This design comes from an exercise in tuning for small area and a short achievable clock period on the open sky130 flow, not from production work. Only simulation tests tie the RTL to the original design; equivalence was not proved. Power is estimated from default activity; no workload was simulated.

== run 1 ==
Design PCPU, start of the top module:
module PCPU (
	input wire clock,
	input wire [15:0] d_datain,
	input wire enable,
	input wire [15:0] i_datain,
	input wire reset,
	input wire start,
	output wire [15:0] d_addr,
	output wire [15:0] d_dataout,
	output wire d_we,
	output wire [7:0] i_addr,
	output wire [15:0] regi0,
	output wire [15:0] regi1,
	output wire [15:0] regi2,
	output wire [15:0] regi3,
	output wire [15:0] regi4,
	output wire [15:0] regi5,
	output wire [15:0] regi6,
	output wire [15:0] regi7,
	output wire [2:0] wb_addr
);
Size: ~1500 cells after synthesis, ~300 flip-flops, roughly 210 I/O pins, about 16000 µm² of cells after synthesis.
==> flow/config.mk <==
export PLATFORM = sky130hd
export DESIGN_NAME = PCPU
export DESIGN_NICKNAME = PCPU
export VERILOG_FILES = /design/flow/design.v
export SDC_FILE = /design/flow/constraint.sdc
export NUM_CORES = 4
export LEC_CHECK = 0
export CAP_MARGIN = 20
export CORE_MARGIN = 2
export CORE_UTILIZATION = 50
export PLACE_DENSITY = 0.75
export SETUP_SLACK_MARGIN = 3.3
export SLEW_MARGIN = 20
==> flow/constraint.sdc <==
create_clock -name core_clock -period 6.0 [get_ports {clock}]
set_input_delay 1.2000 -clock core_clock [delete_from_list [all_inputs] [get_ports {clock}]]
set_output_delay 1.2000 -clock core_clock [all_outputs]
set_load 0.01 [all_outputs]
standard.sh (not shown) runs the stock make flow with config.mk's settings and CLKGATE_MAP_FILE= SYNTH_SCRIPT=/design/flow/synth_recipe.tcl, a recipe that flattens the netlist after the stock synthesis.
==> flow/flow/run.sh <==
#!/bin/bash
# Standard layout (the standard.sh) with two changes: the port buffers use
# the smallest buffer cell, and the clock tree is built with larger sink
# clusters and no dummy loads. Each tool's output is in standard.log and in
# orfs/logs/.
set -euo pipefail
export BUFFER_PORTS_ARGS="-buffer_cell sky130_fd_sc_hd__buf_1"
export CTS_ARGS="-sink_clustering_enable -repair_clock_nets -dont_use_dummy_load -sink_clustering_size 25 -sink_clustering_max_diameter 80"
bash standard.sh > standard.log 2>&1
Changes in run 2 relative to run 1:
Settings: swapping 3.3 for 3.4 in SETUP_SLACK_MARGIN.
Notes after the runs:
- Run 2 was carried through to the last stage, and its layout satisfied the timing, DRC and antenna checks.
- Of run 2 and run 1, run 1 shows the higher total placed cells including tap cells, with run 2 below it.
- Compared with run 1, fill cell instance count of the final layout in run 2 decreased slightly.
- Total power draw, run 2 and run 1: larger value in run 2
- The worst hold slack in run 2 sits 8.9 ps above the value recorded for run 1.
- Cmp run 2 vs run 1: clock-pin slew of the registers on the worst-case setup and hold paths lower in run 2
### run 2 -> run 3
Settings: setting GPL_ROUTABILITY_DRIVEN to 1 for the first time; changing CORE_UTILIZATION from 50 to 55.
==> comparison <==
[compare] base=run 2 new=run 3: worst-case vdd ir drop now larger; area growth from synthesis to layout now larger; utilization now larger.
Diff run 2 -> run 3: combinational share of power -0.2 points, final wirelength went down, half-perimeter wire length after detailed placement shrank by 2.4%, detailed-routing wirelength on met1 increased by about 1.8% relative to the old numbers.

* * *

PCPU again, from the RTL that the note above started with.
## PCPU
module PCPU (
	input wire clock,
	input wire [15:0] d_datain,
	input wire enable,
	input wire [15:0] i_datain,
	input wire reset,
	input wire start,
	output wire [15:0] d_addr,
	output wire [15:0] d_dataout,
	output wire d_we,
	output wire [7:0] i_addr,
	output wire [15:0] regi0,
	output wire [15:0] regi1,
	output wire [15:0] regi2,
	output wire [15:0] regi3,
	output wire [15:0] regi4,
	output wire [15:0] regi5,
	output wire [15:0] regi6,
	output wire [15:0] regi7,
	output wire [2:0] wb_addr
);
localparam [4:0] OP_LOAD = 5'b00010, OP_STORE = 5'b00011, OP_MOVI = 5'b00100,
                 OP_SHR  = 5'b00101, OP_CAL   = 5'b00110, OP_CAR  = 5'b00111,
                 OP_ADD  = 5'b01000, OP_ADDI  = 5'b01001, OP_ADDC = 5'b10001,
                 OP_SUB  = 5'b10010, OP_SUBI  = 5'b10011, OP_SUBC = 5'b10100,
                 OP_CMP  = 5'b01100, OP_AND   = 5'b01101, OP_OR   = 5'b01110,
                 OP_XOR  = 5'b01111, OP_JUMP  = 5'b11000, OP_HALT = 5'b00001;
reg        run;                  
reg [7:0]  pc;
reg [4:0]  id_op;
reg [2:0]  id_rd;
reg [7:0]  id_lo;                
reg [7:0]  id_sA, id_sB;         
reg [4:0]  ex_op;
reg [2:0]  ex_rd;
reg        ex_sub;               
reg        ex_ci_c, ex_ci_n, ex_ci_1;  
reg [15:0] reg_A, reg_B, smdr;
reg [3:0]  ex_sh;                
reg        mem_wr, mem_load, mem_fs, mem_halt;
reg [2:0]  mem_rd;
reg        dw, jump;
reg [15:0] reg_C, smdr1;
reg        zf, sf, cf;
reg        wb_wr, wb_halt;
reg [2:0]  wb_rd;
reg [15:0] reg_C1;
reg [15:0] gr [0:7];
assign i_addr    = pc;
assign d_addr    = reg_C;
assign d_dataout = smdr1;
assign d_we      = dw;
assign wb_addr   = wb_rd;
assign regi0 = gr[0];
assign regi1 = gr[1];
assign regi2 = gr[2];
assign regi3 = gr[3];
assign regi4 = gr[4];
assign regi5 = gr[5];
assign regi6 = gr[6];
assign regi7 = gr[7];
wire wb_we = run & wb_wr;
wire [15:0] grn [0:7];           
genvar gi;
generate
	for (gi = 0; gi < 8; gi = gi + 1) begin : g_rf
		assign grn[gi] = (wb_we && wb_rd == gi) ? reg_C1 : gr[gi];
		always @(posedge clock or negedge reset)
			if (!reset) gr[gi] <= 16'd0;
			else        gr[gi] <= grn[gi];
	end
endgenerate
wire [15:0] c1n = mem_load ? d_datain : reg_C;
  ...
clock: 6.0 ns
lec_check: 0
cap_margin: 20
core_margin: 2
core_utilization: 50
place_density: 0.7
setup_slack_margin: 3.4
slew_margin: 20
Scripts as last shown in full above: flow/flow/run.sh
Change:
--- a/flow/config.mk
+++ b/flow/config.mk
@@ -11 +11,2 @@
-export PLACE_DENSITY = 0.7
+export GPL_ROUTABILITY_DRIVEN = 0
+export PLACE_DENSITY = 0.75
After rerunning:
- The changed run finished with timing, DRC and antenna clean
- setup slack is worse by 0.12 ns
- fmax fell by 4.3%
- total power fell by 1.5%
- via count rose by 2.8%
Change:
--- a/flow/config.mk
+++ b/flow/config.mk
@@ -11,3 +11,2 @@
-export GPL_ROUTABILITY_DRIVEN = 0
-export PLACE_DENSITY = 0.75
-export SETUP_SLACK_MARGIN = 3.4
+export PLACE_DENSITY = 0.8
+export SETUP_SLACK_MARGIN = 3.5
First-iteration DRC count grows by 18%; final cell count came out higher by 1.6%; clock power came out higher by about 4%.

-- re-timing with driven ports --
The flow's constraints put no driver on any port. The routed layouts listed below were extracted and timed again, unchanged, in two steps.
Step 1 sets driving cells, clkbuf_16 on the clock port and buf_2 on the other inputs (assumed; they add their load-dependent delay and slew).
Step 2, shift: input delay + t, output delay - t, t = (earliest + latest rising clock arrival at the registers) / 2. This alone moves slack from input paths to output paths.
Three values: ideal, step 1, step 2; two values: the first two.
run	shift t [ns]	setup WS [ns]	worst setup path at the end
run 1	0.539	3.164 / 3.164 / 2.886	input to register
run 2	0.538	3.315 / 3.315 / 2.990	input to register
run 3	0.549	3.276 / 3.276 / 2.983	input to register
the first run of note 2	0.558	3.345 / 3.345 / 2.987	input to register
the second run of note 2	0.553	3.228 / 3.228 / 3.030	input to register
the third run of note 2	0.554	3.258 / 3.258 / 2.986	input to register
After both steps every run listed still meets setup and hold. For the first run of note 2, which loses most, drivers alone change the setup slack by 0.000 ns; drivers and shift together by -0.358 ns.
